From an optimization exercise on the open Yosys and OpenROAD flow, aimed at small area; shortcuts taken in it are not production practice.
In this exercise RTL edits were held to simulation tests only and were not proved equivalent to the original.
Power figures rest on the tool's default switching activity, not on a simulated workload.

`flow/design.v`:
```
module clutchcamassy(clk, rst, clch_latch, power, cont_angle, clch_angle, rc1, rc2, rc3, rc4, rc5, rc6, rc7, rc8, rc9, rc12, rl1, rl2, rl3, rl10, sccb);
input wire clk;
input wire rst;
input wire clch_latch;
input wire power;
output wire signed [31:0] cont_angle;
output wire signed [31:0] clch_angle;
output wire rc1, rc2, rc3, rc4, rc5, rc6, rc7, rc8, rc9, rc12;
output wire rl1, rl2, rl3, rl10, sccb;
  wire _0000_;
  wire _0001_;
  wire _0002_;
  wire _0003_;
  wire _0004_;
  wire _0005_;
  wire _0006_;
  wire _0007_;
  wire _0008_;
  wire _0009_;
  wire _0010_;
  wire _0011_;
  wire _0012_;
  wire _0013_;
  wire _0014_;
  wire _0015_;
  wire _0016_;
  wire _0017_;
  wire _0018_;
  wire _0019_;
  wire _0020_;
  wire _0021_;
  wire _0022_;
  wire _0023_;
  wire _0024_;
  wire _0025_;
  wire _0026_;
  wire _0027_;
  wire _0028_;
  wire _0029_;
  wire _0030_;
  wire _0031_;
  wire _0032_;
  wire _0033_;
  wire _0034_;
  wire _0035_;
  wire _0036_;
  wire _0037_;
  wire _0038_;
  wire _0039_;
  wire _0040_;
  wire _0041_;
  wire _0042_;
  wire _0043_;
  wire _0044_;
  wire _0045_;
  wire _0046_;
  wire _0047_;
  wire _0048_;
  wire _0049_;
  wire _0050_;
  wire _0051_;
  wire _0052_;
  wire _0053_;
  wire _0054_;
  wire _0055_;
  wire _0056_;
  wire _0057_;
  wire _0058_;
  wire _0059_;
  wire _0060_;
  wire _0061_;
  wire _0062_;
  wire _0063_;
  wire _0064_;
  wire _0065_;
  wire _0066_;
  wire _0067_;
  wire _0068_;
  wire _0069_;
  wire _0070_;
  wire _0071_;
  wire _0072_;
  wire _0073_;
  wire _0074_;
  wire _0075_;
  wire _0076_;
  wire _0077_;
  wire _0078_;
  wire _0079_;
  wire _0080_;
  wire _0081_;
  wire _0082_;
  wire _0083_;
  wire _0084_;
  wire _0085_;
  wire _0086_;
  wire _0087_;
  wire _0088_;
  wire _0089_;
  wire _0090_;
  wire _0091_;
  wire _0092_;
  wire _0093_;
  wire _0094_;
  wire _0095_;
  wire _0096_;
  wire _0097_;
  wire _0098_;
  wire _0099_;
  wire _0100_;
  wire _0101_;
  wire _0102_;
  wire _0103_;
  wire _0104_;
  wire _0105_;
  wire _0106_;
  wire _0107_;
  wire _0108_;
  wire _0109_;
  wire _0110_;
  wire _0111_;
  wire _0112_;
  wire _0113_;
  wire _0114_;
  wire _0115_;
  wire _0116_;
  wire _0117_;
  wire _0118_;
  wire _0119_;
  wire _0120_;
  wire _0121_;
  wire _0122_;
  wire _0123_;
  wire _0124_;
  wire _0125_;
  wire _0126_;
  wire _0127_;
  wire _0128_;
  wire _0129_;
  wire _0130_;
  wire _0131_;
  wire _0132_;
  wire _0133_;
  wire _0134_;
  wire _0135_;
  wire _0136_;
  wire _0137_;
  wire _0138_;
  wire _0139_;
  wire _0140_;
  wire _0141_;
  wire _0142_;
  wire _0143_;
  wire _0144_;
  wire _0145_;
  wire _0146_;
  wire _0147_;
  wire _0148_;
  wire _0149_;
  wire _0150_;
  wire _0151_;
  wire _0152_;
  wire _0153_;
  wire _0154_;
  wire _0155_;
  wire _0156_;
  wire _0157_;
  wire _0158_;
  wire _0159_;
  wire _0160_;
  wire _0161_;
  wire _0162_;
  wire _0163_;
  wire _0164_;
  wire _0165_;
  wire _0166_;
  wire _0167_;
  wire _0168_;
  wire _0169_;
  wire _0170_;
  wire _0171_;
  wire _0172_;
  wire _0173_;
  wire _0174_;
  wire _0175_;
  wire _0176_;
  wire _0177_;
  wire _0178_;
  wire _0179_;
  wire _0180_;
  wire _0181_;
  wire _0182_;
  wire _0183_;
  wire _0184_;
  wire _0185_;
  wire _0186_;
  wire _0187_;
  wire _0188_;
  wire _0189_;
  wire _0190_;
  wire _0191_;
  wire _0192_;
  wire _0193_;
  wire _0194_;
  wire _0195_;
  wire _0196_;
  wire _0197_;
  wire _0198_;
  wire _0199_;
  wire _0200_;
  wire _0201_;
  wire _0202_;
  wire _0203_;
  wire _0204_;
  wire _0205_;
  wire _0206_;
  wire _0207_;
  wire _0208_;
  wire _0209_;
  wire _0210_;
  wire _0211_;
  wire _0212_;
  wire _0213_;
  wire _0214_;
  wire _0215_;
  wire _0216_;
  wire _0217_;
  wire _0218_;
  wire _0219_;
  wire _0220_;
  wire _0221_;
  wire _0222_;
  wire _0223_;
  wire _0224_;
  wire _0225_;
  wire _0226_;
  wire _0227_;
  wire _0228_;
  wire _0229_;
  wire _0230_;
  wire _0231_;
  wire _0232_;
  wire _0233_;
  wire _0234_;
  wire _0235_;
  wire _0236_;
  wire _0237_;
  wire _0238_;
  wire _0239_;
  wire _0240_;
  wire _0241_;
  wire _0242_;
  wire _0243_;
  wire _0244_;
  wire _0245_;
  wire _0246_;
  wire _0247_;
  wire _0248_;
  wire _0249_;
  wire _0250_;
  wire _0251_;
  wire _0252_;
  wire _0253_;
  wire _0254_;
  wire _0255_;
  wire _0256_;
  wire _0257_;
  wire _0258_;
  wire _0259_;
  wire _0260_;
  wire _0261_;
  wire _0262_;
  wire _0263_;
  wire _0264_;
  wire _0265_;
  wire _0266_;
  wire _0267_;
  wire _0268_;
  wire _0269_;
  wire _0270_;
  wire _0271_;
  wire _0272_;
  wire _0273_;
  wire _0274_;
  wire _0275_;
  wire _0276_;
  wire _0277_;
  wire _0278_;
  wire _0279_;
  wire _0280_;
  wire _0281_;
  wire _0282_;
  wire _0283_;
  wire _0284_;
  wire _0285_;
  wire _0286_;
  wire _0287_;
  wire _0288_;
  wire _0289_;
  wire _0290_;
  wire _0291_;
  wire _0292_;
  wire _0293_;
  wire _0294_;
  wire _0295_;
  wire _0296_;
  wire _0297_;
  wire _0298_;
  wire _0299_;
  wire _0300_;
  wire _0301_;
  wire _0302_;
  wire _0303_;
  wire _0304_;
  wire _0305_;
  wire _0306_;
  wire _0307_;
  wire _0308_;
  wire _0309_;
  wire _0310_;
  wire _0311_;
  wire _0312_;
  wire _0313_;
  wire _0314_;
  wire _0315_;
  wire _0316_;
  wire _0317_;
  wire _0318_;
  wire _0319_;
  wire _0320_;
  wire _0321_;
  wire _0322_;
  wire _0323_;
  wire _0324_;
  wire _0325_;
  wire _0326_;
  wire _0327_;
  wire _0328_;
  wire _0329_;
  wire _0330_;
  wire _0331_;
  wire _0332_;
  wire _0333_;
  wire _0334_;
  wire _0335_;
  wire _0336_;
  wire _0337_;
  wire _0338_;
  wire _0339_;
  wire _0340_;
  wire _0341_;
  wire _0342_;
  wire _0343_;
  wire _0344_;
  wire _0345_;
  wire _0346_;
  wire _0347_;
  wire _0348_;
  wire _0349_;
  wire _0350_;
  wire _0351_;
  wire _0352_;
  wire _0353_;
  wire _0354_;
  wire _0355_;
  wire _0356_;
  wire _0357_;
  wire _0358_;
  wire _0359_;
  wire _0360_;
  wire _0361_;
  wire _0362_;
  wire _0363_;
  wire _0364_;
  wire _0365_;
  wire _0366_;
  wire _0367_;
  wire _0368_;
  wire _0369_;
  wire _0370_;
  wire _0371_;
  wire _0372_;
  wire _0373_;
  wire _0374_;
  wire _0375_;
  wire _0376_;
  wire _0377_;
  wire _0378_;
  wire _0379_;
  wire _0380_;
  wire _0381_;
  wire _0382_;
  wire _0383_;
  wire _0384_;
  wire _0385_;
  wire _0386_;
  wire _0387_;
  wire _0388_;
  wire _0389_;
  wire _0390_;
  wire _0391_;
  wire _0392_;
  wire _0393_;
  wire _0394_;
  wire _0395_;
  wire _0396_;
  wire _0397_;
  wire _0398_;
  wire _0399_;
  wire _0400_;
  wire _0401_;
  wire _0402_;
  wire _0403_;
  wire _0404_;
  wire _0405_;
  wire _0406_;
  wire _0407_;
  wire _0408_;
  wire _0409_;
  wire _0410_;
  wire _0411_;
  wire _0412_;
  wire _0413_;
  wire _0414_;
  wire _0415_;
  wire _0416_;
  wire _0417_;
  wire _0418_;
  wire _0419_;
  wire _0420_;
  wire _0421_;
  wire _0422_;
  wire _0423_;
  wire _0424_;
  wire _0425_;
  wire _0426_;
  wire _0427_;
  wire _0428_;
  wire _0429_;
  wire _0430_;
  wire _0431_;
  wire _0432_;
  wire _0433_;
  wire _0434_;
  wire _0435_;
  wire _0436_;
  wire _0437_;
  wire _0438_;
  wire _0439_;
  wire _0440_;
  wire _0441_;
  wire _0442_;
  wire _0443_;
  wire _0444_;
  wire _0445_;
  wire _0446_;
  wire _0447_;
  wire _0448_;
  wire _0449_;
  wire _0450_;
  wire _0451_;
  wire _0452_;
  wire _0453_;
  wire _0454_;
  wire _0455_;
  wire _0456_;
  wire _0457_;
  wire _0458_;
  wire _0459_;
  wire _0460_;
  wire _0461_;
  wire _0462_;
  wire _0463_;
  wire _0464_;
  wire _0465_;
  wire _0466_;
  wire _0467_;
  wire _0468_;
  wire _0469_;
  wire _0470_;
  wire _0471_;
  wire _0472_;
  wire _0473_;
  wire _0474_;
  wire _0475_;
  wire _0476_;
  wire _0477_;
  wire _0478_;
  wire _0479_;
  wire _0480_;
  wire _0481_;
  wire _0482_;
  wire _0483_;
  wire _0484_;
  wire _0485_;
  wire _0486_;
  wire _0487_;
  wire _0488_;
  wire _0489_;
  wire _0490_;
  wire _0491_;
  wire _0492_;
  wire _0493_;
  wire _0494_;
  wire _0495_;
  wire _0496_;
  wire _0497_;
  wire _0498_;
  wire _0499_;
  wire _0500_;
  wire _0501_;
  wire _0502_;
  wire _0503_;
  wire _0504_;
  wire _0505_;
  wire _0506_;
  wire _0507_;
  wire _0508_;
  wire _0509_;
  wire _0510_;
  wire _0511_;
  wire _0512_;
  wire _0513_;
  wire _0514_;
  wire _0515_;
  wire _0516_;
  wire _0517_;
  wire _0518_;
  wire _0519_;
  wire _0520_;
  wire _0521_;
  wire _0522_;
  wire _0523_;
  wire _0524_;
  wire _0525_;
  wire _0526_;
  wire _0527_;
  wire _0528_;
  wire _0529_;
  wire _0530_;
  wire _0531_;
  wire _0532_;
  wire _0533_;
  wire _0534_;
  wire _0535_;
  wire _0536_;
  wire _0537_;
  wire _0538_;
  wire _0539_;
  wire _0540_;
  wire _0541_;
  wire _0542_;
  wire _0543_;
  wire _0544_;
  wire _0545_;
  wire _0546_;
  wire _0547_;
  wire _0548_;
  wire _0549_;
  wire _0550_;
  wire _0551_;
  wire _0552_;
  wire _0553_;
  wire _0554_;
  wire _0555_;
  wire _0556_;
  wire _0557_;
  wire _0558_;
  wire _0559_;
  wire _0560_;
  wire _0561_;
  wire _0562_;
  wire _0563_;
  wire _0564_;
  wire _0565_;
  wire _0566_;
  wire _0567_;
  wire _0568_;
  wire _0569_;
  wire _0570_;
  wire _0571_;
  wire _0572_;
  wire _0573_;
  wire _0574_;
  wire _0575_;
  wire _0576_;
  wire _0577_;
  wire _0578_;
  wire _0579_;
  wire _0580_;
  wire _0581_;
  wire _0582_;
  wire _0583_;
  wire _0584_;
  wire _0585_;
  wire _0586_;
  wire _0587_;
  wire _0588_;
  wire _0589_;
  wire _0590_;
  wire _0591_;
  wire _0592_;
  wire _0593_;
  wire _0594_;
  wire _0595_;
  wire _0596_;
  wire _0597_;
  wire _0598_;
  wire _0599_;
  wire _0600_;
  wire _0601_;
  wire _0602_;
  wire _0603_;
  wire _0604_;
  wire _0605_;
  wire _0606_;
  wire _0607_;
  wire _0608_;
  wire _0609_;
  wire _0610_;
  wire _0611_;
  wire _0612_;
  wire _0613_;
  wire _0614_;
  wire _0615_;
  wire _0616_;
  wire _0617_;
  wire _0618_;
  wire _0619_;
  wire _0620_;
  wire _0621_;
  wire _0622_;
  wire _0623_;
  wire _0624_;
  wire _0625_;
  wire _0626_;
  wire _0627_;
  wire _0628_;
  wire _0629_;
  wire _0630_;
  wire _0631_;
  wire _0632_;
  wire _0633_;
  wire _0634_;
  wire _0635_;
  wire _0636_;
  wire _0637_;
  wire _0638_;
  wire _0639_;
  wire _0640_;
  wire _0641_;
  wire _0642_;
  wire _0643_;
  wire _0644_;
  wire _0645_;
  wire _0646_;
  wire _0647_;
  wire _0648_;
  wire _0649_;
  wire _0650_;
  wire _0651_;
  wire _0652_;
  wire _0653_;
  wire _0654_;
  wire _0655_;
  wire _0656_;
  wire _0657_;
  wire _0658_;
  wire _0659_;
  wire _0660_;
  wire _0661_;
  wire _0662_;
  wire _0663_;
  wire _0664_;
  wire _0665_;
  wire _0666_;
  wire _0667_;
  wire _0668_;
  wire _0669_;
  wire _0670_;
  wire _0671_;
  wire _0672_;
  wire _0673_;
  wire _0674_;
  wire _0675_;
  wire _0676_;
  wire _0677_;
  wire _0678_;
  wire _0679_;
  wire _0680_;
  wire _0681_;
  wire _0682_;
  wire _0683_;
  wire _0684_;
  wire _0685_;
  wire _0686_;
  wire _0687_;
  wire _0688_;
  wire _0689_;
  wire _0690_;
  wire _0691_;
  wire _0692_;
  wire _0693_;
  wire [8:0] cx;
  reg [1:0] mode;
  reg \cx_reg[7] ;
  always @(posedge clk)
    \cx_reg[7]  <= _0108_;
  assign cx[7] = \cx_reg[7] ;
  reg \cx_reg[8] ;
  always @(posedge clk)
    \cx_reg[8]  <= _0120_;
  assign cx[8] = \cx_reg[8] ;
  reg \cx_reg[3] ;
  always @(posedge clk)
    \cx_reg[3]  <= _0105_;
  assign cx[3] = \cx_reg[3] ;
  reg \cx_reg[4] ;
  always @(posedge clk)
    \cx_reg[4]  <= _0103_;
  assign cx[4] = \cx_reg[4] ;
  reg \cx_reg[5] ;
  always @(posedge clk)
    \cx_reg[5]  <= _0101_;
  assign cx[5] = \cx_reg[5] ;
  reg \cx_reg[6] ;
  always @(posedge clk)
    \cx_reg[6]  <= _0122_;
  assign cx[6] = \cx_reg[6] ;
  reg \cont_angle_reg[0] ;
  always @(posedge clk)
    \cont_angle_reg[0]  <= _0118_;
  assign cont_angle[0] = \cont_angle_reg[0] ;
  reg \cont_angle_reg[1] ;
  always @(posedge clk)
    \cont_angle_reg[1]  <= _0116_;
  assign cont_angle[1] = \cont_angle_reg[1] ;
  reg \cont_angle_reg[2] ;
  always @(posedge clk)
    \cont_angle_reg[2]  <= _0094_;
  assign cont_angle[2] = \cont_angle_reg[2] ;
  always @(posedge clk)
    mode[0] <= _0113_;
  always @(posedge clk)
    mode[1] <= _0115_;
  assign _0001_ = ~cont_angle[1];
  assign _0000_ = _0123_ & _0124_;
  assign _0123_ = ~mode[1];
  assign _0124_ = ~mode[0];
  assign _0002_ = ~_0000_;
  assign clch_angle[1] = _0125_ | _0126_;
  assign _0125_ = ~_0001_;
  assign _0126_ = ~_0002_;
  assign _0003_ = ~cont_angle[0];
  assign clch_angle[0] = _0127_ | _0128_;
  assign _0127_ = ~_0003_;
  assign _0128_ = ~_0002_;
  assign _0004_ = ~cx[3];
  assign _0133_ = _0129_ & _0130_;
  assign _0134_ = _0131_ & _0132_;
  assign _0005_ = _0133_ | _0134_;
  assign _0129_ = ~cont_angle[0];
  assign _0130_ = ~cont_angle[2];
  assign _0131_ = ~cont_angle[1];
  assign _0132_ = ~cont_angle[2];
  assign _0006_ = _0135_ & _0136_;
  assign _0135_ = ~_0004_;
  assign _0136_ = ~_0005_;
  assign _0015_ = _0137_ & _0138_;
  assign _0137_ = ~cx[4];
  assign _0138_ = ~_0006_;
  assign _0007_ = ~cx[6];
  assign _0008_ = ~cx[5];
  assign _0009_ = _0139_ & _0140_;
  assign _0139_ = ~_0007_;
  assign _0140_ = ~_0008_;
  assign _0016_ = ~_0009_;
  assign _0010_ = _0141_ & _0142_;
  assign _0141_ = ~cx[6];
  assign _0142_ = ~cx[5];
  assign _0017_ = ~_0010_;
  assign _0013_ = ~cx[4];
  assign _0011_ = ~cont_angle[2];
  assign _0012_ = _0143_ & _0144_;
  assign _0143_ = ~_0001_;
  assign _0144_ = ~_0011_;
  assign _0014_ = _0145_ & _0146_;
  assign _0145_ = ~cx[3];
  assign _0146_ = ~_0012_;
  assign _0018_ = _0147_ & _0148_;
  assign _0147_ = ~_0013_;
  assign _0148_ = ~_0014_;
  assign _0153_ = _0149_ & _0150_;
  assign _0154_ = _0151_ & _0152_;
  assign rc7 = _0153_ | _0154_;
  assign _0149_ = ~_0017_;
  assign _0150_ = ~_0018_;
  assign _0151_ = ~_0015_;
  assign _0152_ = ~_0016_;
  assign clch_angle[2] = _0155_ & _0156_;
  assign _0155_ = ~_0011_;
  assign _0156_ = ~_0000_;
  assign _0160_ = _0157_ | _0158_;
  assign _0020_ = _0160_ | _0159_;
  assign _0157_ = ~_0004_;
  assign _0158_ = ~_0013_;
  assign _0159_ = ~cx[6];
  assign _0019_ = _0161_ & _0162_;
  assign _0161_ = ~_0009_;
  assign _0162_ = ~_0010_;
  assign _0021_ = ~_0019_;
  assign _0166_ = _0163_ & _0164_;
  assign rc6 = _0166_ | _0165_;
  assign _0163_ = ~_0012_;
  assign _0164_ = ~_0020_;
  assign _0165_ = ~_0021_;
  assign _0028_ = ~rc6;
  assign _0022_ = ~mode[0];
  assign _0025_ = ~cx[7];
  assign _0023_ = ~mode[1];
  assign _0170_ = _0167_ & _0168_;
  assign _0026_ = _0170_ & _0169_;
  assign _0167_ = ~cx[8];
  assign _0168_ = ~_0022_;
  assign _0169_ = ~_0023_;
  assign _0024_ = ~cx[8];
  assign _0175_ = _0171_ & _0172_;
  assign _0176_ = _0173_ & _0174_;
  assign _0027_ = _0175_ | _0176_;
  assign _0171_ = ~_0024_;
  assign _0172_ = ~mode[1];
  assign _0173_ = ~mode[0];
  assign _0174_ = ~mode[1];
  assign _0189_ = _0177_ & _0178_;
  assign _0190_ = _0189_ & _0179_;
  assign _0191_ = _0180_ & _0181_;
  assign _0192_ = _0191_ & _0182_;
  assign _0193_ = _0183_ & _0184_;
  assign _0194_ = _0193_ & _0185_;
  assign _0195_ = _0186_ & _0187_;
  assign _0196_ = _0195_ & _0188_;
  assign _0197_ = _0190_ | _0192_;
  assign _0198_ = _0197_ | _0194_;
  assign _0029_ = _0198_ | _0196_;
  assign _0177_ = ~_0022_;
  assign _0178_ = ~_0025_;
  assign _0179_ = ~_0027_;
  assign _0180_ = ~_0022_;
  assign _0181_ = ~_0026_;
  assign _0182_ = ~_0027_;
  assign _0183_ = ~cx[7];
  assign _0184_ = ~_0025_;
  assign _0185_ = ~_0027_;
  assign _0186_ = ~cx[7];
  assign _0187_ = ~_0026_;
  assign _0188_ = ~_0027_;
  assign _0203_ = _0199_ & _0200_;
  assign _0204_ = _0201_ & _0202_;
  assign rl10 = _0203_ | _0204_;
  assign _0199_ = ~_0002_;
  assign _0200_ = ~_0029_;
  assign _0201_ = ~_0028_;
  assign _0202_ = ~_0029_;
  assign rc5 = _0205_ & _0206_;
  assign _0205_ = ~_0024_;
  assign _0206_ = ~_0028_;
  assign _0030_ = ~_0029_;
  assign _0037_ = _0207_ | _0208_;
  assign _0207_ = ~_0002_;
  assign _0208_ = ~_0030_;
  assign _0031_ = _0209_ & _0210_;
  assign _0209_ = ~cont_angle[0];
  assign _0210_ = ~cont_angle[1];
  assign _0032_ = _0211_ & _0212_;
  assign _0211_ = ~_0011_;
  assign _0212_ = ~_0031_;
  assign _0216_ = _0213_ & _0214_;
  assign _0033_ = _0216_ & _0215_;
  assign _0213_ = ~cx[3];
  assign _0214_ = ~cx[4];
  assign _0215_ = ~_0032_;
  assign _0220_ = _0217_ & _0218_;
  assign _0038_ = _0220_ | _0219_;
  assign _0217_ = ~_0008_;
  assign _0218_ = ~_0033_;
  assign _0219_ = ~_0007_;
  assign _0224_ = _0221_ | _0222_;
  assign _0035_ = _0224_ | _0223_;
  assign _0221_ = ~_0004_;
  assign _0222_ = ~_0013_;
  assign _0223_ = ~_0005_;
  assign _0034_ = _0225_ | _0226_;
  assign _0225_ = ~_0024_;
  assign _0226_ = ~_0025_;
  assign _0239_ = _0227_ & _0228_;
  assign _0240_ = _0239_ & _0229_;
  assign _0241_ = _0230_ & _0231_;
  assign _0242_ = _0241_ & _0232_;
  assign _0243_ = _0233_ & _0234_;
  assign _0244_ = _0243_ & _0235_;
  assign _0245_ = _0236_ & _0237_;
  assign _0246_ = _0245_ & _0238_;
  assign _0247_ = _0240_ | _0242_;
  assign _0248_ = _0247_ | _0244_;
  assign _0036_ = _0248_ | _0246_;
  assign _0227_ = ~_0022_;
  assign _0228_ = ~_0023_;
  assign _0229_ = ~_0026_;
  assign _0230_ = ~_0022_;
  assign _0231_ = ~_0025_;
  assign _0232_ = ~_0026_;
  assign _0233_ = ~_0034_;
  assign _0234_ = ~_0023_;
  assign _0235_ = ~_0026_;
  assign _0236_ = ~_0034_;
  assign _0237_ = ~_0025_;
  assign _0238_ = ~_0026_;
  assign _0253_ = _0249_ & _0250_;
  assign _0254_ = _0253_ | _0251_;
  assign _0039_ = _0254_ | _0252_;
  assign _0249_ = ~cx[6];
  assign _0250_ = ~_0035_;
  assign _0251_ = ~_0036_;
  assign _0252_ = ~_0017_;
  assign _0258_ = _0255_ & _0256_;
  assign rl3 = _0258_ | _0257_;
  assign _0255_ = ~_0037_;
  assign _0256_ = ~_0038_;
  assign _0257_ = ~_0039_;
  assign _0040_ = _0259_ | _0260_;
  assign _0259_ = ~cx[3];
  assign _0260_ = ~cx[4];
  assign rc4 = _0261_ | _0262_;
  assign _0261_ = ~_0040_;
  assign _0262_ = ~rc7;
  assign _0042_ = _0263_ | _0264_;
  assign _0263_ = ~cx[4];
  assign _0264_ = ~_0006_;
  assign _0041_ = _0265_ & _0266_;
  assign _0265_ = ~cx[4];
  assign _0266_ = ~_0017_;
  assign _0043_ = _0267_ | _0268_;
  assign _0267_ = ~_0014_;
  assign _0268_ = ~_0041_;
  assign _0273_ = _0269_ & _0270_;
  assign _0274_ = _0273_ | _0271_;
  assign rc12 = _0274_ | _0272_;
  assign _0269_ = ~_0007_;
  assign _0270_ = ~_0042_;
  assign _0271_ = ~_0016_;
  assign _0272_ = ~_0043_;
  assign _0278_ = _0275_ & _0276_;
  assign _0044_ = _0278_ | _0277_;
  assign _0275_ = ~cx[5];
  assign _0276_ = ~_0042_;
  assign _0277_ = ~_0028_;
  assign rc3 = ~_0044_;
  assign _0283_ = _0279_ | _0280_;
  assign _0284_ = _0283_ | _0281_;
  assign _0045_ = _0284_ | _0282_;
  assign _0279_ = ~_0001_;
  assign _0280_ = ~_0013_;
  assign _0281_ = ~_0004_;
  assign _0282_ = ~_0011_;
  assign _0289_ = _0285_ & _0286_;
  assign _0290_ = _0287_ & _0288_;
  assign _0046_ = _0289_ | _0290_;
  assign _0285_ = ~_0024_;
  assign _0286_ = ~_0045_;
  assign _0287_ = ~cont_angle[0];
  assign _0288_ = ~_0045_;
  assign _0047_ = _0291_ | _0292_;
  assign _0291_ = ~cx[6];
  assign _0292_ = ~_0008_;
  assign _0296_ = _0293_ & _0294_;
  assign _0048_ = _0296_ & _0295_;
  assign _0293_ = ~cx[4];
  assign _0294_ = ~_0006_;
  assign _0295_ = ~_0025_;
  assign _0049_ = _0297_ | _0298_;
  assign _0297_ = ~cx[5];
  assign _0298_ = ~_0011_;
  assign _0299_ = _0046_ & _0020_;
  assign _0300_ = _0046_ & _0049_;
  assign _0301_ = _0047_ & _0020_;
  assign _0302_ = _0048_ & _0020_;
  assign _0303_ = _0047_ & _0049_;
  assign _0304_ = _0048_ & _0049_;
  assign _0305_ = _0299_ | _0300_;
  assign _0306_ = _0305_ | _0301_;
  assign _0307_ = _0306_ | _0302_;
  assign _0308_ = _0307_ | _0303_;
  assign rc2 = _0308_ | _0304_;
  assign _0050_ = ~_0036_;
  assign _0051_ = _0309_ & _0310_;
  assign _0309_ = ~_0004_;
  assign _0310_ = ~_0050_;
  assign _0315_ = _0311_ & _0312_;
  assign _0316_ = _0313_ & _0314_;
  assign _0052_ = _0315_ | _0316_;
  assign _0311_ = ~_0050_;
  assign _0312_ = ~_0051_;
  assign _0313_ = ~_0037_;
  assign _0314_ = ~_0051_;
  assign _0320_ = _0317_ & _0318_;
  assign _0053_ = _0320_ | _0319_;
  assign _0317_ = ~_0027_;
  assign _0318_ = ~_0052_;
  assign _0319_ = ~_0013_;
  assign _0055_ = _0321_ & _0322_;
  assign _0321_ = ~cx[5];
  assign _0322_ = ~_0053_;
  assign _0054_ = _0323_ & _0324_;
  assign _0323_ = ~_0051_;
  assign _0324_ = ~_0053_;
  assign _0328_ = _0325_ | _0326_;
  assign _0056_ = _0328_ | _0327_;
  assign _0325_ = ~cx[6];
  assign _0326_ = ~_0008_;
  assign _0327_ = ~_0054_;
  assign _0333_ = _0329_ & _0330_;
  assign _0334_ = _0333_ | _0331_;
  assign _0059_ = _0334_ | _0332_;
  assign _0329_ = ~cx[6];
  assign _0330_ = ~_0055_;
  assign _0331_ = ~_0002_;
  assign _0332_ = ~_0056_;
  assign _0338_ = _0335_ & _0336_;
  assign _0057_ = _0338_ | _0337_;
  assign _0335_ = ~cx[5];
  assign _0336_ = ~_0018_;
  assign _0337_ = ~_0050_;
  assign _0339_ = _0003_ & _0057_;
  assign _0340_ = _0013_ & _0057_;
  assign _0341_ = _0011_ & _0057_;
  assign _0342_ = _0029_ & _0057_;
  assign _0343_ = _0339_ | _0340_;
  assign _0344_ = _0343_ | _0341_;
  assign _0060_ = _0344_ | _0342_;
  assign _0349_ = _0345_ & _0346_;
  assign _0350_ = _0347_ & _0348_;
  assign _0058_ = _0349_ | _0350_;
  assign _0345_ = ~cont_angle[0];
  assign _0346_ = ~_0050_;
  assign _0347_ = ~cx[5];
  assign _0348_ = ~_0050_;
  assign _0354_ = _0351_ & _0352_;
  assign _0061_ = _0354_ | _0353_;
  assign _0351_ = ~_0029_;
  assign _0352_ = ~_0058_;
  assign _0353_ = ~_0039_;
  assign _0358_ = _0355_ & _0356_;
  assign rl2 = _0358_ | _0357_;
  assign _0355_ = ~_0059_;
  assign _0356_ = ~_0060_;
  assign _0357_ = ~_0061_;
  assign _0062_ = ~_0041_;
  assign _0064_ = _0359_ & _0360_;
  assign _0359_ = ~cx[3];
  assign _0360_ = ~_0062_;
  assign _0365_ = _0361_ & _0362_;
  assign _0366_ = _0363_ & _0364_;
  assign _0063_ = _0365_ | _0366_;
  assign _0361_ = ~_0017_;
  assign _0362_ = ~cont_angle[2];
  assign _0363_ = ~_0040_;
  assign _0364_ = ~cont_angle[2];
  assign _0065_ = _0367_ & _0368_;
  assign _0367_ = ~_0016_;
  assign _0368_ = ~_0063_;
  assign _0375_ = _0369_ & _0370_;
  assign _0376_ = _0375_ & _0371_;
  assign _0377_ = _0372_ & _0373_;
  assign _0378_ = _0377_ & _0374_;
  assign rc1 = _0376_ | _0378_;
  assign _0369_ = ~_0032_;
  assign _0370_ = ~_0064_;
  assign _0371_ = ~_0065_;
  assign _0372_ = ~rc12;
  assign _0373_ = ~_0064_;
  assign _0374_ = ~_0065_;
  assign _0385_ = _0379_ & _0380_;
  assign _0386_ = _0381_ & _0382_;
  assign _0387_ = _0383_ & _0384_;
  assign _0388_ = _0385_ | _0386_;
  assign clch_angle[8] = _0388_ | _0387_;
  assign _0379_ = ~_0002_;
  assign _0380_ = ~_0029_;
  assign _0381_ = ~_0030_;
  assign _0382_ = ~_0029_;
  assign _0383_ = ~_0041_;
  assign _0384_ = ~_0029_;
  assign _0393_ = _0389_ & _0390_;
  assign _0394_ = _0391_ & _0392_;
  assign clch_angle[7] = _0393_ | _0394_;
  assign _0389_ = ~_0050_;
  assign _0390_ = ~_0064_;
  assign _0391_ = ~_0037_;
  assign _0392_ = ~_0062_;
  assign clch_angle[6] = ~_0059_;
  assign _0401_ = _0395_ & _0396_;
  assign _0402_ = _0397_ & _0398_;
  assign _0403_ = _0399_ & _0400_;
  assign _0404_ = _0401_ | _0402_;
  assign rc8 = _0404_ | _0403_;
  assign _0395_ = ~cx[4];
  assign _0396_ = ~_0010_;
  assign _0397_ = ~_0009_;
  assign _0398_ = ~_0010_;
  assign _0399_ = ~_0032_;
  assign _0400_ = ~_0010_;
  assign _0066_ = _0405_ & _0406_;
  assign _0405_ = ~_0000_;
  assign _0406_ = ~_0055_;
  assign _0410_ = _0407_ & _0408_;
  assign clch_angle[5] = _0410_ | _0409_;
  assign _0407_ = ~_0008_;
  assign _0408_ = ~_0054_;
  assign _0409_ = ~_0066_;
  assign _0415_ = _0411_ & _0412_;
  assign _0416_ = _0413_ & _0414_;
  assign _0069_ = _0415_ | _0416_;
  assign _0411_ = ~cont_angle[1];
  assign _0412_ = ~cx[4];
  assign _0413_ = ~_0001_;
  assign _0414_ = ~_0013_;
  assign _0420_ = _0417_ & _0418_;
  assign _0067_ = _0420_ | _0419_;
  assign _0417_ = ~cx[5];
  assign _0418_ = ~_0011_;
  assign _0419_ = ~_0049_;
  assign _0068_ = ~_0067_;
  assign _0425_ = _0421_ & _0422_;
  assign _0426_ = _0425_ & _0423_;
  assign _0070_ = _0426_ & _0424_;
  assign _0421_ = ~cx[3];
  assign _0422_ = ~_0013_;
  assign _0423_ = ~_0021_;
  assign _0424_ = ~_0068_;
  assign _0071_ = _0427_ & _0428_;
  assign _0427_ = ~_0020_;
  assign _0428_ = ~_0067_;
  assign _0432_ = _0429_ & _0430_;
  assign _0077_ = _0432_ & _0431_;
  assign _0429_ = ~_0069_;
  assign _0430_ = ~_0070_;
  assign _0431_ = ~_0071_;
  assign _0072_ = _0433_ | _0434_;
  assign _0433_ = ~_0004_;
  assign _0434_ = ~_0011_;
  assign _0435_ = _0016_ & _0072_;
  assign _0436_ = _0435_ & _0068_;
  assign _0075_ = _0436_ | _0063_;
  assign _0073_ = _0437_ | _0438_;
  assign _0437_ = ~cx[3];
  assign _0438_ = ~cont_angle[2];
  assign _0439_ = _0017_ & _0069_;
  assign _0440_ = _0073_ & _0069_;
  assign _0074_ = _0439_ | _0440_;
  assign _0444_ = _0441_ & _0442_;
  assign _0076_ = _0444_ & _0443_;
  assign _0441_ = ~_0030_;
  assign _0442_ = ~_0074_;
  assign _0443_ = ~_0036_;
  assign _0449_ = _0445_ & _0446_;
  assign _0450_ = _0447_ & _0448_;
  assign _0078_ = _0449_ | _0450_;
  assign _0445_ = ~_0036_;
  assign _0446_ = ~_0076_;
  assign _0447_ = ~_0075_;
  assign _0448_ = ~_0076_;
  assign _0457_ = _0451_ & _0452_;
  assign _0458_ = _0457_ & _0453_;
  assign _0459_ = _0454_ & _0455_;
  assign _0460_ = _0459_ & _0456_;
  assign sccb = _0458_ | _0460_;
  assign _0451_ = ~_0007_;
  assign _0452_ = ~_0077_;
  assign _0453_ = ~_0078_;
  assign _0454_ = ~_0051_;
  assign _0455_ = ~_0077_;
  assign _0456_ = ~_0078_;
  assign _0464_ = _0461_ & _0462_;
  assign clch_angle[4] = _0464_ | _0463_;
  assign _0461_ = ~_0013_;
  assign _0462_ = ~_0052_;
  assign _0463_ = ~_0053_;
  assign _0468_ = _0465_ & _0466_;
  assign _0079_ = _0468_ | _0467_;
  assign _0465_ = ~cx[5];
  assign _0466_ = ~_0035_;
  assign _0467_ = ~cx[6];
  assign _0472_ = _0469_ & _0470_;
  assign _0080_ = _0472_ | _0471_;
  assign _0469_ = ~_0017_;
  assign _0470_ = ~_0045_;
  assign _0471_ = ~_0079_;
  assign _0081_ = _0473_ & _0474_;
  assign _0473_ = ~_0007_;
  assign _0474_ = ~_0031_;
  assign _0480_ = _0475_ & _0476_;
  assign _0481_ = _0480_ & _0477_;
  assign _0482_ = _0478_ & _0479_;
  assign rl1 = _0481_ | _0482_;
  assign _0475_ = ~_0080_;
  assign _0476_ = ~_0081_;
  assign _0477_ = ~_0039_;
  assign _0478_ = ~_0037_;
  assign _0479_ = ~_0080_;
  assign _0486_ = _0483_ & _0484_;
  assign _0082_ = _0486_ & _0485_;
  assign _0483_ = ~_0003_;
  assign _0484_ = ~_0001_;
  assign _0485_ = ~_0073_;
  assign _0490_ = _0487_ & _0488_;
  assign _0083_ = _0490_ | _0489_;
  assign _0487_ = ~cx[4];
  assign _0488_ = ~_0082_;
  assign _0489_ = ~_0024_;
  assign _0494_ = _0491_ & _0492_;
  assign _0084_ = _0494_ | _0493_;
  assign _0491_ = ~_0040_;
  assign _0492_ = ~_0031_;
  assign _0493_ = ~_0083_;
  assign _0085_ = _0495_ & _0496_;
  assign _0495_ = ~_0080_;
  assign _0496_ = ~_0081_;
  assign _0500_ = _0497_ & _0498_;
  assign rc9 = _0500_ | _0499_;
  assign _0497_ = ~_0044_;
  assign _0498_ = ~_0084_;
  assign _0499_ = ~_0085_;
  assign _0507_ = _0501_ & _0502_;
  assign _0508_ = _0503_ & _0504_;
  assign _0509_ = _0505_ & _0506_;
  assign _0510_ = _0507_ | _0508_;
  assign clch_angle[3] = _0510_ | _0509_;
  assign _0501_ = ~_0004_;
  assign _0502_ = ~_0051_;
  assign _0503_ = ~_0002_;
  assign _0504_ = ~_0051_;
  assign _0505_ = ~_0050_;
  assign _0506_ = ~_0051_;
  assign cont_angle[8] = _0511_ & _0512_;
  assign _0511_ = ~_0024_;
  assign _0512_ = ~_0041_;
  assign _0517_ = _0513_ & _0514_;
  assign _0518_ = _0515_ & _0516_;
  assign cont_angle[7] = _0517_ | _0518_;
  assign _0513_ = ~_0024_;
  assign _0514_ = ~_0062_;
  assign _0515_ = ~_0025_;
  assign _0516_ = ~_0064_;
  assign _0522_ = _0519_ & _0520_;
  assign _0086_ = _0522_ | _0521_;
  assign _0519_ = ~_0025_;
  assign _0520_ = ~_0004_;
  assign _0521_ = ~_0034_;
  assign _0087_ = ~_0086_;
  assign _0526_ = _0523_ & _0524_;
  assign _0088_ = _0526_ | _0525_;
  assign _0523_ = ~cx[8];
  assign _0524_ = ~_0087_;
  assign _0525_ = ~_0013_;
  assign _0089_ = _0527_ & _0528_;
  assign _0527_ = ~cx[4];
  assign _0528_ = ~_0086_;
  assign _0533_ = _0529_ & _0530_;
  assign _0534_ = _0531_ & _0532_;
  assign cont_angle[6] = _0533_ | _0534_;
  assign _0529_ = ~_0007_;
  assign _0530_ = ~_0089_;
  assign _0531_ = ~_0019_;
  assign _0532_ = ~_0088_;
  assign _0539_ = _0535_ & _0536_;
  assign _0540_ = _0537_ & _0538_;
  assign cont_angle[5] = _0539_ | _0540_;
  assign _0535_ = ~cx[5];
  assign _0536_ = ~_0088_;
  assign _0537_ = ~_0008_;
  assign _0538_ = ~_0089_;
  assign _0544_ = _0541_ & _0542_;
  assign cont_angle[4] = _0544_ | _0543_;
  assign _0541_ = ~_0013_;
  assign _0542_ = ~_0087_;
  assign _0543_ = ~_0088_;
  assign _0553_ = _0545_ & _0546_;
  assign _0554_ = _0547_ & _0548_;
  assign _0555_ = _0549_ & _0550_;
  assign _0556_ = _0551_ & _0552_;
  assign _0557_ = _0553_ | _0554_;
  assign _0558_ = _0557_ | _0555_;
  assign cont_angle[3] = _0558_ | _0556_;
  assign _0545_ = ~cx[7];
  assign _0546_ = ~_0025_;
  assign _0547_ = ~cx[7];
  assign _0548_ = ~_0004_;
  assign _0549_ = ~cx[3];
  assign _0550_ = ~_0025_;
  assign _0551_ = ~cx[3];
  assign _0552_ = ~_0004_;
  assign _0090_ = _0559_ | _0560_;
  assign _0559_ = ~cont_angle[0];
  assign _0560_ = ~power;
  assign _0091_ = _0561_ & _0562_;
  assign _0561_ = ~_0001_;
  assign _0562_ = ~_0090_;
  assign _0092_ = ~_0091_;
  assign _0093_ = _0563_ & _0564_;
  assign _0563_ = ~_0011_;
  assign _0564_ = ~_0092_;
  assign _0571_ = _0565_ & _0566_;
  assign _0572_ = _0571_ & _0567_;
  assign _0573_ = _0568_ & _0569_;
  assign _0574_ = _0573_ & _0570_;
  assign _0094_ = _0572_ | _0574_;
  assign _0565_ = ~_0011_;
  assign _0566_ = ~rst;
  assign _0567_ = ~_0093_;
  assign _0568_ = ~_0092_;
  assign _0569_ = ~rst;
  assign _0570_ = ~_0093_;
  assign _0095_ = _0575_ & _0576_;
  assign _0575_ = ~_0073_;
  assign _0576_ = ~_0092_;
  assign _0096_ = _0577_ | _0578_;
  assign _0577_ = ~cx[4];
  assign _0578_ = ~_0095_;
  assign _0099_ = _0579_ & _0580_;
  assign _0579_ = ~_0008_;
  assign _0580_ = ~_0096_;
  assign _0097_ = ~rst;
  assign _0584_ = _0581_ | _0582_;
  assign _0098_ = _0584_ | _0583_;
  assign _0581_ = ~cx[4];
  assign _0582_ = ~_0009_;
  assign _0583_ = ~_0093_;
  assign _0100_ = _0585_ | _0586_;
  assign _0585_ = ~_0097_;
  assign _0586_ = ~_0098_;
  assign _0593_ = _0587_ & _0588_;
  assign _0594_ = _0593_ & _0589_;
  assign _0595_ = _0590_ & _0591_;
  assign _0596_ = _0595_ & _0592_;
  assign _0101_ = _0594_ | _0596_;
  assign _0587_ = ~_0008_;
  assign _0588_ = ~_0099_;
  assign _0589_ = ~_0100_;
  assign _0590_ = ~_0096_;
  assign _0591_ = ~_0099_;
  assign _0592_ = ~_0100_;
  assign _0600_ = _0597_ & _0598_;
  assign _0102_ = _0600_ | _0599_;
  assign _0597_ = ~cx[4];
  assign _0598_ = ~_0095_;
  assign _0599_ = ~_0096_;
  assign _0103_ = _0601_ & _0602_;
  assign _0601_ = ~_0100_;
  assign _0602_ = ~_0102_;
  assign _0104_ = _0603_ & _0604_;
  assign _0603_ = ~cx[3];
  assign _0604_ = ~_0093_;
  assign _0608_ = _0605_ & _0606_;
  assign _0105_ = _0608_ & _0607_;
  assign _0605_ = ~_0100_;
  assign _0606_ = ~_0104_;
  assign _0607_ = ~_0095_;
  assign _0106_ = _0609_ & _0610_;
  assign _0609_ = ~cx[3];
  assign _0610_ = ~_0098_;
  assign _0107_ = ~_0106_;
  assign _0623_ = _0611_ & _0612_;
  assign _0624_ = _0623_ & _0613_;
  assign _0625_ = _0614_ & _0615_;
  assign _0626_ = _0625_ & _0616_;
  assign _0627_ = _0617_ & _0618_;
  assign _0628_ = _0627_ & _0619_;
  assign _0629_ = _0620_ & _0621_;
  assign _0630_ = _0629_ & _0622_;
  assign _0631_ = _0624_ | _0626_;
  assign _0632_ = _0631_ | _0628_;
  assign _0108_ = _0632_ | _0630_;
  assign _0611_ = ~_0025_;
  assign _0612_ = ~_0034_;
  assign _0613_ = ~rst;
  assign _0614_ = ~_0025_;
  assign _0615_ = ~_0106_;
  assign _0616_ = ~rst;
  assign _0617_ = ~_0107_;
  assign _0618_ = ~_0034_;
  assign _0619_ = ~rst;
  assign _0620_ = ~_0107_;
  assign _0621_ = ~_0106_;
  assign _0622_ = ~rst;
  assign _0110_ = _0633_ & _0634_;
  assign _0633_ = ~cx[8];
  assign _0634_ = ~_0025_;
  assign _0639_ = _0635_ & _0636_;
  assign _0640_ = _0639_ & _0637_;
  assign _0109_ = _0640_ & _0638_;
  assign _0635_ = ~_0004_;
  assign _0636_ = ~_0005_;
  assign _0637_ = ~cont_angle[2];
  assign _0638_ = ~_0056_;
  assign _0644_ = _0641_ | _0642_;
  assign _0111_ = _0644_ | _0643_;
  assign _0641_ = ~clch_latch;
  assign _0642_ = ~_0097_;
  assign _0643_ = ~_0109_;
  assign _0112_ = _0109_ | _0645_;
  assign _0645_ = ~_0097_;
  assign _0650_ = _0646_ & _0647_;
  assign _0651_ = _0648_ & _0649_;
  assign _0113_ = _0650_ | _0651_;
  assign _0646_ = ~_0022_;
  assign _0647_ = ~_0112_;
  assign _0648_ = ~_0110_;
  assign _0649_ = ~_0111_;
  assign _0114_ = ~cont_angle[6];
  assign _0656_ = _0652_ & _0653_;
  assign _0657_ = _0654_ & _0655_;
  assign _0115_ = _0656_ | _0657_;
  assign _0652_ = ~_0023_;
  assign _0653_ = ~_0112_;
  assign _0654_ = ~_0114_;
  assign _0655_ = ~_0111_;
  assign _0664_ = _0658_ & _0659_;
  assign _0665_ = _0664_ & _0660_;
  assign _0666_ = _0661_ & _0662_;
  assign _0667_ = _0666_ & _0663_;
  assign _0116_ = _0665_ | _0667_;
  assign _0658_ = ~_0001_;
  assign _0659_ = ~rst;
  assign _0660_ = ~_0091_;
  assign _0661_ = ~_0090_;
  assign _0662_ = ~rst;
  assign _0663_ = ~_0091_;
  assign _0671_ = _0668_ & _0669_;
  assign _0117_ = _0671_ | _0670_;
  assign _0668_ = ~cont_angle[0];
  assign _0669_ = ~power;
  assign _0670_ = ~_0097_;
  assign _0676_ = _0672_ & _0673_;
  assign _0677_ = _0674_ & _0675_;
  assign _0118_ = _0676_ | _0677_;
  assign _0672_ = ~cont_angle[0];
  assign _0673_ = ~_0117_;
  assign _0674_ = ~power;
  assign _0675_ = ~_0117_;
  assign _0119_ = _0678_ & _0679_;
  assign _0678_ = ~_0107_;
  assign _0679_ = ~_0110_;
  assign _0686_ = _0680_ & _0681_;
  assign _0687_ = _0686_ & _0682_;
  assign _0688_ = _0683_ & _0684_;
  assign _0689_ = _0688_ & _0685_;
  assign _0120_ = _0687_ | _0689_;
  assign _0680_ = ~_0024_;
  assign _0681_ = ~rst;
  assign _0682_ = ~_0119_;
  assign _0683_ = ~_0107_;
  assign _0684_ = ~rst;
  assign _0685_ = ~_0119_;
  assign _0121_ = _0690_ & _0691_;
  assign _0690_ = ~cx[6];
  assign _0691_ = ~_0099_;
  assign _0122_ = _0692_ & _0693_;
  assign _0692_ = ~_0100_;
  assign _0693_ = ~_0121_;
  assign cx[2:0] = cont_angle[2:0];
  assign clch_angle[31:9] = 23'h000000;
  assign cont_angle[31:9] = 23'h000000;
endmodule
```
`flow/flow/run.sh`:
```
#!/bin/bash
# Own layout flow: the standard flow, with three changes that cut cell area.
#  1. After the standard synthesis, the combinational cells between the flip-flops are re-mapped
#     by Yosys/ABC for area (flow/reopt.tcl with flow/remap.abc). Every flip-flop keeps its cell
#     and its name.
#  2. Port buffers are buf_1 (BUFFER_PORTS_ARGS), not the larger cell buffer_ports picks itself.
#  3. The constant-0 outputs share one tie cell (SKIP_REPAIR_TIE_FANOUT) instead of one each.
# Each tool's full output goes to a log file in this folder.
set -euo pipefail
here=$(pwd)
res=$here/orfs/results/$FLOW_PLATFORM/clutchcamassy/base
YOSYS=${YOSYS_EXE:-$FLOW_HOME/../tools/install/yosys/bin/yosys}
[[ -x $YOSYS ]] || YOSYS=yosys

bash standard.sh synth > log_1_synth.txt 2>&1

cp $res/1_2_yosys.v $here/standard_synth.v
REOPT_IN=$here/standard_synth.v REOPT_OUT=$here/reopt.v REOPT_SCRIPT=$here/flow/remap.abc \
  $YOSYS -c $here/flow/reopt.tcl > log_2_reopt.txt 2>&1
cp $here/reopt.v $res/1_2_yosys.v
touch $res/1_2_yosys.v
rm -f $res/1_synth.odb $res/1_synth.sdc

export SKIP_REPAIR_TIE_FANOUT=1
export BUFFER_PORTS_ARGS="-buffer_cell sky130_fd_sc_hd__buf_1"
bash standard.sh > log_3_layout.txt 2>&1
```
`flow/flow/remap.abc`:
```
strash
dch -f
amap
topo
```
`flow/flow/reopt.tcl`:
```
# Re-map the combinational cells of the standard synthesis netlist for area. Every flip-flop
# instance is kept as it is (same cell, same name); only the logic between them is re-mapped.
yosys -import
set lib $::env(FLOW_HOME)/platforms/sky130hd/lib/sky130_fd_sc_hd__tt_025C_1v80.lib
set in $::env(REOPT_IN)
set out $::env(REOPT_OUT)
set script $::env(REOPT_SCRIPT)
read_liberty -ignore_miss_func $lib
read_verilog $in
hierarchy -top $::env(FLOW_TOP)
setattr -mod -set keep_hierarchy 1 sky130_fd_sc_hd__df* sky130_fd_sc_hd__edf* sky130_fd_sc_hd__sdf*
flatten
opt_clean -purge
# keep the nets into the flip-flops' pins, so ABC treats them as outputs of the logic
yosys cd $::env(FLOW_TOP)
setattr -set keep 1 t:sky130_fd_sc_hd__df* %x:+\[D\] t:sky130_fd_sc_hd__df* %d
yosys cd
tee -o reopt_pre_stat.txt stat -liberty $lib
abc -liberty $lib -script $script $::env(FLOW_TOP)
opt_clean -purge
hilomap -singleton -hicell sky130_fd_sc_hd__conb_1 HI -locell sky130_fd_sc_hd__conb_1 LO
splitnets
opt_clean -purge
insbuf -buf sky130_fd_sc_hd__buf_4 A X
yosys rename -hide w:*.*
opt_clean -purge
tee -o reopt_stat.txt stat -liberty $lib
read_liberty -lib -overwrite $lib
check -assert
select $::env(FLOW_TOP)
write_verilog -noattr -nohex -nodec -selected $out
```
`flow/standard.sh`:
```
#!/bin/bash
# synth_recipe.tcl (not shown) runs the flow's synth.tcl, then flattens the netlist and writes it again
# the make line also repeats each setting of config.mk as NAME=value (left out here)
make -C /OpenROAD-flow-scripts/flow DESIGN_CONFIG=/design/flow/config.mk WORK_HOME=/design/flow/orfs CLKGATE_MAP_FILE= SYNTH_SCRIPT=/design/flow/synth_recipe.tcl "${@:-finish}"
```
`flow/config.mk`:
```
export PLATFORM = sky130hd
export DESIGN_NAME = clutchcamassy
export DESIGN_NICKNAME = clutchcamassy
export VERILOG_FILES = /design/flow/design.v
export SDC_FILE = /design/flow/constraint.sdc
export NUM_CORES = 4
export LEC_CHECK = 0
export ABC_AREA = 1
export CAP_MARGIN = 20
export CORE_MARGIN = 2
export CORE_UTILIZATION = 40
export CTS_BUF_LIST = sky130_fd_sc_hd__clkbuf_2
export SLEW_MARGIN = 20
```
`flow/constraint.sdc`:
```
create_clock -name core_clock -period 35.0 [get_ports {clk}]
set_input_delay 7.0000 -clock core_clock [delete_from_list [all_inputs] [get_ports {clk}]]
set_output_delay 7.0000 -clock core_clock [all_outputs]
set_load 0.01 [all_outputs]
```
==> results of run 1 <==
[worst min-delay path, stage by stage (launching register included)]
cell                       delay [ns]
sky130_fd_sc_hd__dfxtp_1         0.34
sky130_fd_sc_hd__clkinv_1        0.07
sky130_fd_sc_hd__o32ai_1         0.08
[per-layer routing]
layer	up-vias	routed length, µm
met5	-	0
met4	0	70
met3	10	314
met2	97	1486
met1	594	1554
li1	686	-
[metrics by stage]
stage                     area (µm²)  cells  hold WS [ns]    util
after floorplan                 1341    214        0.4834       -
after global placement          1174    248        0.5179  0.3573
after detailed placement        1174    248        0.5259  0.3573
after CTS                       1194    252        0.5423  0.3634
after global routing            1194    252        0.5634  0.3634
final                           1194    252        0.5350  0.3634
[path summary, 6_finish.rpt]
check | startpoint | to | slack (ns) | cells after the start
worst max register to register | cx_reg[7]$_DFF_P_ | mode[0]$_DFF_P_ | 32.24 | 10
worst min register to register | mode[1]$_DFF_P_ | mode[1]$_DFF_P_ | 0.53 | 2
worst min-delay path | mode[1]$_DFF_P_ | mode[1]$_DFF_P_ | 0.53 | 2
worst max-delay path | cx_reg[7]$_DFF_P_ | rl2 | 25.13 | 10
[final cells by class]
cell class	instances	share of cell area
Multi-Input combinational cell	129	0.5556
Sequential cell	11	0.1845
Timing Repair Buffer	36	0.1132
Inverter	26	0.08176
Tap cell	46	0.04822
Clock buffer	4	0.01677
[power breakdown]
part	total, mW	switching [mW]	internal [mW]
Combinational	0.00426	0.00356	0.000696
Clock	0.00746	0.00442	0.00303
Sequential	0.0131	0.000348	0.0127
Total	0.0248	0.00833	0.0164
==> flow_metrics.env, run 1 <==
export IMPL_run_status="finished clean"
export IMPL_critical_path_cell_chain="clkinv_1 -> a221oi_1 -> clkinv_1 -> nor2_1 -> o21ai_0 -> nor2_1 -> nand3_1 -> o211ai_1 -> o21ai_0 -> buf_1"
export IMPL_io_pin_count=83
export IMPL_starting_density_of_the_core=0.4084
export IMPL_die_area_um2=3832
export IMPL_htree_levels=1
export IMPL_layout_drive_gt1_share=0.01942
export IMPL_cts_hold_repair_buffers=0
export IMPL_grt_setup_unrepaired="no"
export IMPL_tritoncts_num_buffers=3
export IMPL_first_iter_violations=119
export IMPL_path_type_of_the_worst_setup_path="reg -> out"
export IMPL_drt_pass1_iterations=4
export IMPL_place_hpwl_mm=2.713
export IMPL_antenna_violations_before_repair=0
export IMPL_arrival_ns=2.87
export IMPL_grt_busiest_layer="met2"
export IMPL_clkLatencyLatePin_ns=0.27
export IMPL_final_max_slew_viol_count=0
export IMPL_tritoncts="built"
export IMPL_post_synthesis_net_count=218
export IMPL_worst_setup_path_start_kind="flop"
export IMPL_post_cts_setup_buffer_count=0
export IMPL_largest_register_ff_count=6
export IMPL_timing_final_setup_violations=0
export IMPL_grt_pass1_vias=1223
export IMPL_die_height_um=61.91
export IMPL_tightest_slew_ns=0.6055
export IMPL_final_min_period_over_clock_period=0.2819
export IMPL_fillerInstances=378
export IMPL_layout_setup_ws_ns=25.13
export IMPL_commonest_non_fill_non_tap_cell_in_the_layout="sky130_fd_sc_hd__nor2_1"
export IMPL_global_route_usage_total=0.1873
export IMPL_gp_congestion=0.9210
export IMPL_routed_wire_length_per_instance_um=13.59
export IMPL_grt_overflow_total=0
export IMPL_netlist_instances=214
export IMPL_power_total_uw=24.77
export IMPL_final_nets=211
export IMPL_clock_sinks=11
export IMPL_syn_cell_area_um2=1341
export IMPL_grt_use_met3=0.03727
export IMPL_met2_usage=0.2857
export IMPL_top_achievable_clock_speed_mhz=101.4
export IMPL_detail_route_antenna_nets=0
export IMPL_grt_util_met1=0.2494
export IMPL_slowest_stage_cell_cp="sky130_fd_sc_hd__a221oi_1"
export IMPL_dp_slack_ns=25.45
export IMPL_cell_family_with_most_cp_delay="compound AO/OA/AOI/OAI gates"
export IMPL_max_cap_violations=0
export IMPL_maximum_resistive_drop_on_vdd_uv=12.83
export IMPL_multi_input_area_um2=663.1
export IMPL_worst_ep_required_time_ns=28.00
export IMPL_std_cell_rows=21
export IMPL_grt_start_max_net_pins=47
export IMPL_seqCellArea_um2=220.2
export IMPL_period_minus_slack_ns=9.865
export IMPL_placement_io_buffers=36
export IMPL_core_um2=3284
export IMPL_grt_first_pass_wirelength_mm=5.340
export IMPL_antenna_cells=0
export IMPL_postCtsResizedCells=0
export IMPL_critPathMaxFanout=9
export IMPL_timing_setup_tns_ns=0
export IMPL_clk_root_buffer_cell="sky130_fd_sc_hd__clkbuf_2"
export IMPL_clk_pin_slew_ns=0.10
export IMPL_slowest_delay_ns=0.62
export IMPL_vias=1387
export IMPL_leakage_nw=0.3711
export IMPL_timing_max_slew_rel_slack=0.5921
export IMPL_drc=0
export IMPL_timing_final_hold_violations=0
export IMPL_final_cell_mix="sky130_fd_sc_hd__nor2_1, sky130_fd_sc_hd__buf_1, sky130_fd_sc_hd__clkinv_1"
export IMPL_critical_path_endpoint_type="primary output"
export IMPL_min_path_type="reg -> reg"
export IMPL_die_width_um=61.91
export IMPL_final_setup_skew_ns=0.005720
export IMPL_route_final_wire_length_mm=3.425
export IMPL_critical_path_n_buffers_inverters=3
export IMPL_powerDensity_nw_per_um2=20.75
export IMPL_syn_avg_cell_area_um2=6.268
export IMPL_drt_vias_per_instance=5.504
export IMPL_yosysWarningCount=1
export IMPL_maximum_clock_path_buffer_count=2
export IMPL_area_growth_synth_to_final_pct=-11.01
==> inputs of run 2 (changes only) <==
--- a/flow/config.mk
+++ b/flow/config.mk
@@ -12,2 +12,4 @@
 export CTS_BUF_LIST = sky130_fd_sc_hd__clkbuf_2
+export CTS_CLUSTER_DIAMETER = 200
+export CTS_CLUSTER_SIZE = 20
 export SLEW_MARGIN = 20
==> flow_metrics.env, run 2 <==
export IMPL_drt_vias_per_instance=5.504
export IMPL_critical_path_endpoint_type="primary output"
export IMPL_final_cell_mix="sky130_fd_sc_hd__nor2_1, sky130_fd_sc_hd__buf_1, sky130_fd_sc_hd__clkinv_1"
export IMPL_placement_io_buffers=36
export IMPL_final_nets=211
export IMPL_antenna_cells=0
export IMPL_htree_levels=1
export IMPL_post_synthesis_net_count=218
export IMPL_period_minus_slack_ns=9.865
export IMPL_postCtsResizedCells=0
export IMPL_tritoncts="built"
export IMPL_slowest_stage_cell_cp="sky130_fd_sc_hd__a221oi_1"
export IMPL_critPathMaxFanout=9
export IMPL_arrival_ns=2.87
export IMPL_cell_family_with_most_cp_delay="compound AO/OA/AOI/OAI gates"
export IMPL_grt_setup_unrepaired="no"
export IMPL_clk_pin_slew_ns=0.10
export IMPL_tightest_slew_ns=0.6055
export IMPL_leakage_nw=0.3711
export IMPL_maximum_clock_path_buffer_count=2
export IMPL_die_height_um=61.91
export IMPL_power_total_uw=24.77
export IMPL_cts_hold_repair_buffers=0
export IMPL_syn_avg_cell_area_um2=6.268
export IMPL_clkLatencyLatePin_ns=0.27
export IMPL_grt_first_pass_wirelength_mm=5.340
export IMPL_clk_root_buffer_cell="sky130_fd_sc_hd__clkbuf_2"
export IMPL_final_min_period_over_clock_period=0.2819
export IMPL_maximum_resistive_drop_on_vdd_uv=12.83
export IMPL_max_cap_violations=0
export IMPL_global_route_usage_total=0.1873
export IMPL_final_max_slew_viol_count=0
export IMPL_die_width_um=61.91
export IMPL_critical_path_n_buffers_inverters=3
export IMPL_tritoncts_num_buffers=3
export IMPL_core_um2=3284
export IMPL_postLayoutCoreUtil=0.3634
export IMPL_commonest_non_fill_non_tap_cell_in_the_layout="sky130_fd_sc_hd__nor2_1"
export IMPL_min_path_type="reg -> reg"
export IMPL_routed_wire_length_per_instance_um=13.59
export IMPL_place_hpwl_mm=2.713
export IMPL_starting_density_of_the_core=0.4084
export IMPL_area_growth_synth_to_final_pct=-11.01
export IMPL_detail_route_antenna_nets=0
export IMPL_timing_setup_tns_ns=0
export IMPL_drt_pass1_iterations=4
export IMPL_antenna_violations_before_repair=0
export IMPL_timing_final_hold_violations=0
export IMPL_timing_max_slew_rel_slack=0.5921
export IMPL_worst_ep_required_time_ns=28.00
export IMPL_powerDensity_nw_per_um2=20.75
export IMPL_grt_overflow_total=0
export IMPL_timing_final_setup_violations=0
export IMPL_critical_path_cell_chain="clkinv_1 -> a221oi_1 -> clkinv_1 -> nor2_1 -> o21ai_0 -> nor2_1 -> nand3_1 -> o211ai_1 -> o21ai_0 -> buf_1"
export IMPL_netlist_instances=214
export IMPL_std_cell_rows=21
export IMPL_grt_pass1_vias=1223
export IMPL_route_final_wire_length_mm=3.425
export IMPL_slowest_delay_ns=0.62
export IMPL_path_type_of_the_worst_setup_path="reg -> out"
export IMPL_top_achievable_clock_speed_mhz=101.4
export IMPL_worst_setup_path_start_kind="flop"
export IMPL_post_cts_setup_buffer_count=0
export IMPL_layout_drive_gt1_share=0.01942
export IMPL_run_status="finished clean"
export IMPL_yosysWarningCount=1
export IMPL_io_pin_count=83
export IMPL_drc=0
export IMPL_final_setup_skew_ns=0.005720
export IMPL_grt_start_max_net_pins=47
export IMPL_clock_sinks=11
export IMPL_syn_cell_area_um2=1341
export IMPL_largest_register_ff_count=6
export IMPL_gp_congestion=0.9210
export IMPL_first_iter_violations=119
export IMPL_vias=1387
export IMPL_die_area_um2=3832
-- run 2: through the flow --
step | std cells | hold slack [ns] | area [µm²] | worst slack, ns
floorplan | 214 | 0.4834 | 1341 | 25.92
global placement | 248 | 0.5179 | 1174 | 25.44
detailed placement | 248 | 0.5259 | 1174 | 25.45
CTS | 252 | 0.5423 | 1194 | 25.14
global route | 252 | 0.5634 | 1194 | 24.81
finish | 252 | 0.5350 | 1194 | 25.13
-- run 2: final timing paths --
check	from	end	slack [ns]	cells past startpoint
max	cx_reg[7]$_DFF_P_	rl2	25.13	10
min	mode[1]$_DFF_P_	mode[1]$_DFF_P_	0.53	2
max reg2reg	cx_reg[7]$_DFF_P_	mode[0]$_DFF_P_	32.24	10
min reg2reg	mode[1]$_DFF_P_	mode[1]$_DFF_P_	0.53	2
-- run 2: metal layers --
metal | GRT usage | wire (µm)
met2 | 0.2857 | 1486
met3 | 0.03727 | 314
met5 | 0 | 0
met1 | 0.2494 | 1554
met4 | 0.09726 | 70
-- run 2: tightest hold or removal path, delay by kind of cell (launching register included) --
kind | cells | cell delay, ns
AO/OA/AOI/OAI | 1 | 0.08
buffers and inverters | 1 | 0.07
flip-flops | 1 | 0.34
-- run 2: cell type report --
cell class	instances	area [µm²]
multi-input cells	129	663.1
clock buffers	4	20.02
fillers	378	2091
flip-flops and latches	11	220.2
well taps	46	57.56
repair buffers	36	135.1
inverters	26	97.59
-- run 2: power by group --
group	switching, mW	total (mW)	internal, mW	leakage, nW
Clock	0.00442	0.00746	0.00303	0.0166
Combinational	0.00356	0.00426	0.000696	0.265
Sequential	0.000348	0.0131	0.0127	0.0890
Total	0.00833	0.0248	0.0164	0.371
==> inputs of run 3 (changes only) <==
--- a/flow/config.mk
+++ b/flow/config.mk
@@ -11,3 +11,3 @@
 export CORE_UTILIZATION = 40
-export CTS_BUF_LIST = sky130_fd_sc_hd__clkbuf_2
+export CTS_BUF_LIST = sky130_fd_sc_hd__clkbuf_4
 export CTS_CLUSTER_DIAMETER = 200
==> flow_metrics.env, run 3 <==
export IMPL_run_status="finished clean"
export IMPL_maximum_clock_path_buffer_count=2
export IMPL_sequentialPowerShare=0.487
export IMPL_std_cell_rows=21
export IMPL_grt_overflow_total=0
export IMPL_core_um2=3284
export IMPL_swShare=0.3067
export IMPL_post_cts_setup_buffer_count=0
export IMPL_dp_slack_ns=25.45
export IMPL_global_route_usage_total=0.1877
export IMPL_grt_pass1_vias=1226
export IMPL_internal_power_uw=18.59
export IMPL_layout_drive_gt1_share=0.01942
export IMPL_path_type_of_the_worst_setup_path="reg -> out"
export IMPL_ff2ff_setup_slack_ns=32.23
export IMPL_drt_vias_per_instance=5.556
export IMPL_reg2reg_from="cx_reg[7]$_DFF_P_"
export IMPL_leakage_nw=0.3729
export IMPL_netlist_instances=214
export IMPL_cts_hold_repair_buffers=0
export IMPL_largest_register_ff_count=6
export IMPL_worst_hold_path_num_cells=2
export IMPL_htree_levels=1
export IMPL_top_achievable_clock_speed_mhz=101.2
export IMPL_period_minus_slack_ns=9.880
export IMPL_gp_congestion=0.9210
export IMPL_final_setup_skew_ns=0.004877
export IMPL_final_max_slew_viol_count=0
export IMPL_timing_setup_tns_ns=0
export IMPL_clock_sinks=11
export IMPL_final_nets=211
export IMPL_yosysWarningCount=1
export IMPL_maximum_resistive_drop_on_vdd_uv=14.86
export IMPL_detail_route_antenna_nets=0
export IMPL_clock_power_share=0.354
export IMPL_place_hpwl_mm=2.713
export IMPL_tritoncts_num_buffers=3
export IMPL_worst_hold_path_endpoint="mode[0]$_DFF_P_"
export IMPL_worst_hold_startpoint="mode[0]$_DFF_P_"
export IMPL_placement_io_buffers=36
export IMPL_vias=1400
export IMPL_final_cell_mix="sky130_fd_sc_hd__nor2_1, sky130_fd_sc_hd__buf_1, sky130_fd_sc_hd__clkinv_1"
export IMPL_drt_pass1_iterations=5
export IMPL_antenna_cells=0
export IMPL_syn_cell_area_um2=1341
export IMPL_grt_start_max_net_pins=47
export IMPL_arrival_ns=2.88
export IMPL_post_synthesis_net_count=218
export IMPL_final_min_period_over_clock_period=0.2823
export IMPL_first_iter_violations=106
export IMPL_timing_max_slew_rel_slack=0.5532
export IMPL_max_cap_violations=0
export IMPL_die_area_um2=3832
export IMPL_hold_worst_slack_ns=0.5319
export IMPL_clkLatencyLatePin_ns=0.27
export IMPL_clk_pin_slew_ns=0.06
export IMPL_total_switching_power_uw=8.225
export IMPL_min_path_type="reg -> reg"
export IMPL_grt_setup_unrepaired="no"
export IMPL_die_height_um=61.91
export IMPL_tightest_slew_ns=0.6631
export IMPL_drc=0
export IMPL_commonest_non_fill_non_tap_cell_in_the_layout="sky130_fd_sc_hd__nor2_1"
export IMPL_timing_final_setup_violations=0
export IMPL_worst_ep_required_time_ns=28.00
export IMPL_critPathMaxFanout=9
export IMPL_grt_first_pass_wirelength_mm=5.354
export IMPL_io_pin_count=83
export IMPL_routed_wire_length_per_instance_um=13.64
export IMPL_postCtsResizedCells=0
export IMPL_layout_setup_ws_ns=25.12
export IMPL_r2r_cell_count=10
export IMPL_die_width_um=61.91
export IMPL_route_final_wire_length_mm=3.438
export IMPL_postLayoutCoreUtil=0.3665
export IMPL_syn_avg_cell_area_um2=6.268
export IMPL_timing_final_hold_violations=0
export IMPL_powerDensity_nw_per_um2=22.28
export IMPL_antenna_violations_before_repair=0
export IMPL_share_comb_of_total_power=0.159
export IMPL_clk_root_buffer_cell="sky130_fd_sc_hd__clkbuf_4"
export IMPL_tritoncts="built"
export IMPL_critical_path_endpoint_type="primary output"
export IMPL_starting_density_of_the_core=0.4084
export IMPL_worst_setup_path_start_kind="flop"
export IMPL_terminus_of_the_critical_flop_to_flop_path="mode[0]$_DFF_P_"
export IMPL_area_growth_synth_to_final_pct=-10.26
## run 3: stage by stage
| step | instances | instance area, µm² | total power, mW |
|---|---|---|---|
| 2_1_floorplan | 214 | 1341 | 0.02075 |
| 3_3_place_gp | 248 | 1174 | 0.01759 |
| 3_5_place_dp | 248 | 1174 | 0.01752 |
| 4_1_cts | 252 | 1204 | 0.02695 |
| 5_1_grt | 252 | 1204 | 0.02859 |
| 6_report | 252 | 1204 | 0.02682 |
## run 3: layer usage
metal  share of wire  vias to the layer above  global-route usage
li1                -                      682                   -
met1            0.45                      603              0.2506
met2            0.43                      104              0.2857
met3           0.099                       11             0.03727
met4           0.017                        0             0.09726
met5               0                        -                   0
## run 3: layout make-up
cell class                      instances  area, µm²
Fill cell                             379       2081
Multi-Input combinational cell        129      663.1
Sequential cell                        11      220.2
Timing Repair Buffer                   36      135.1
Inverter                               26      97.59
Tap cell                               46      57.56
Clock buffer                            4      30.03
## run 3: how the worst max path moves through the flow
stage                                 start   to  slack (ns)  depth (start not counted)
after global placement    cx_reg[8]$_DFF_P_  rl2       25.44                         10
after floorplan           cx_reg[7]$_DFF_P_  rl2       25.92                          8
after global routing      cx_reg[8]$_DFF_P_  rl2       24.83                         11
after detailed placement  cx_reg[7]$_DFF_P_  rl2       25.45                         10
after CTS                 cx_reg[7]$_DFF_P_  rl2       25.15                         10
final                     cx_reg[7]$_DFF_P_  rl2       25.12                         10
## run 3: critical path, cell delays in order (launching register included)
cell                       delay, ns
sky130_fd_sc_hd__dfxtp_1        0.40
sky130_fd_sc_hd__clkinv_1       0.23
sky130_fd_sc_hd__a221oi_1       0.63
sky130_fd_sc_hd__clkinv_1       0.34
sky130_fd_sc_hd__nor2_1         0.18
sky130_fd_sc_hd__o21ai_0        0.14
sky130_fd_sc_hd__nor2_1         0.16
sky130_fd_sc_hd__nand3_1        0.11
sky130_fd_sc_hd__o211ai_1       0.16
sky130_fd_sc_hd__o21ai_0        0.12
sky130_fd_sc_hd__buf_1          0.14
## run 3: power groups by stage
stage	registers, mW	logic [mW]	clock network [mW]
floorplan	0.0132	0.00752	0
global placement	0.0134	0.00423	0
detailed placement	0.0133	0.00418	0
CTS	0.0130	0.00419	0.00973
global route	0.0131	0.00507	0.0104
finish	0.0130	0.00426	0.00951

static timing again, ports no longer ideal:
How much do the figures lean on ideal ports? The routed layouts below were timed once more, with nothing changed but the port constraints. Step 1 (the two cells are an assumption about what drives the block):
set clk [get_ports {clk}]
set_driving_cell -lib_cell sky130_fd_sc_hd__clkbuf_16 $clk
set_driving_cell -lib_cell sky130_fd_sc_hd__buf_2 [delete_from_list [all_inputs] $clk]
Step 2 times the ports against the registers' clock, not the clock port: input delays grow and output delays shrink by t, the midpoint of the rising clock arrivals with the driver on. Three values: no drivers, after step 1, after step 2; two values: the first two.
| run | t (ns) | slack for setup (ns) | pins driven straight from the clock port |
|---|---|---|---|
| run 1 | 0.285 | 25.135 / 25.115 / 25.400 | 1 |
| run 2 | 0.285 | 25.135 / 25.115 / 25.400 | 1 |
| run 3 | 0.288 | 25.121 / 25.101 / 25.390 | 1 |
After both steps setup and hold are still met in every run listed.
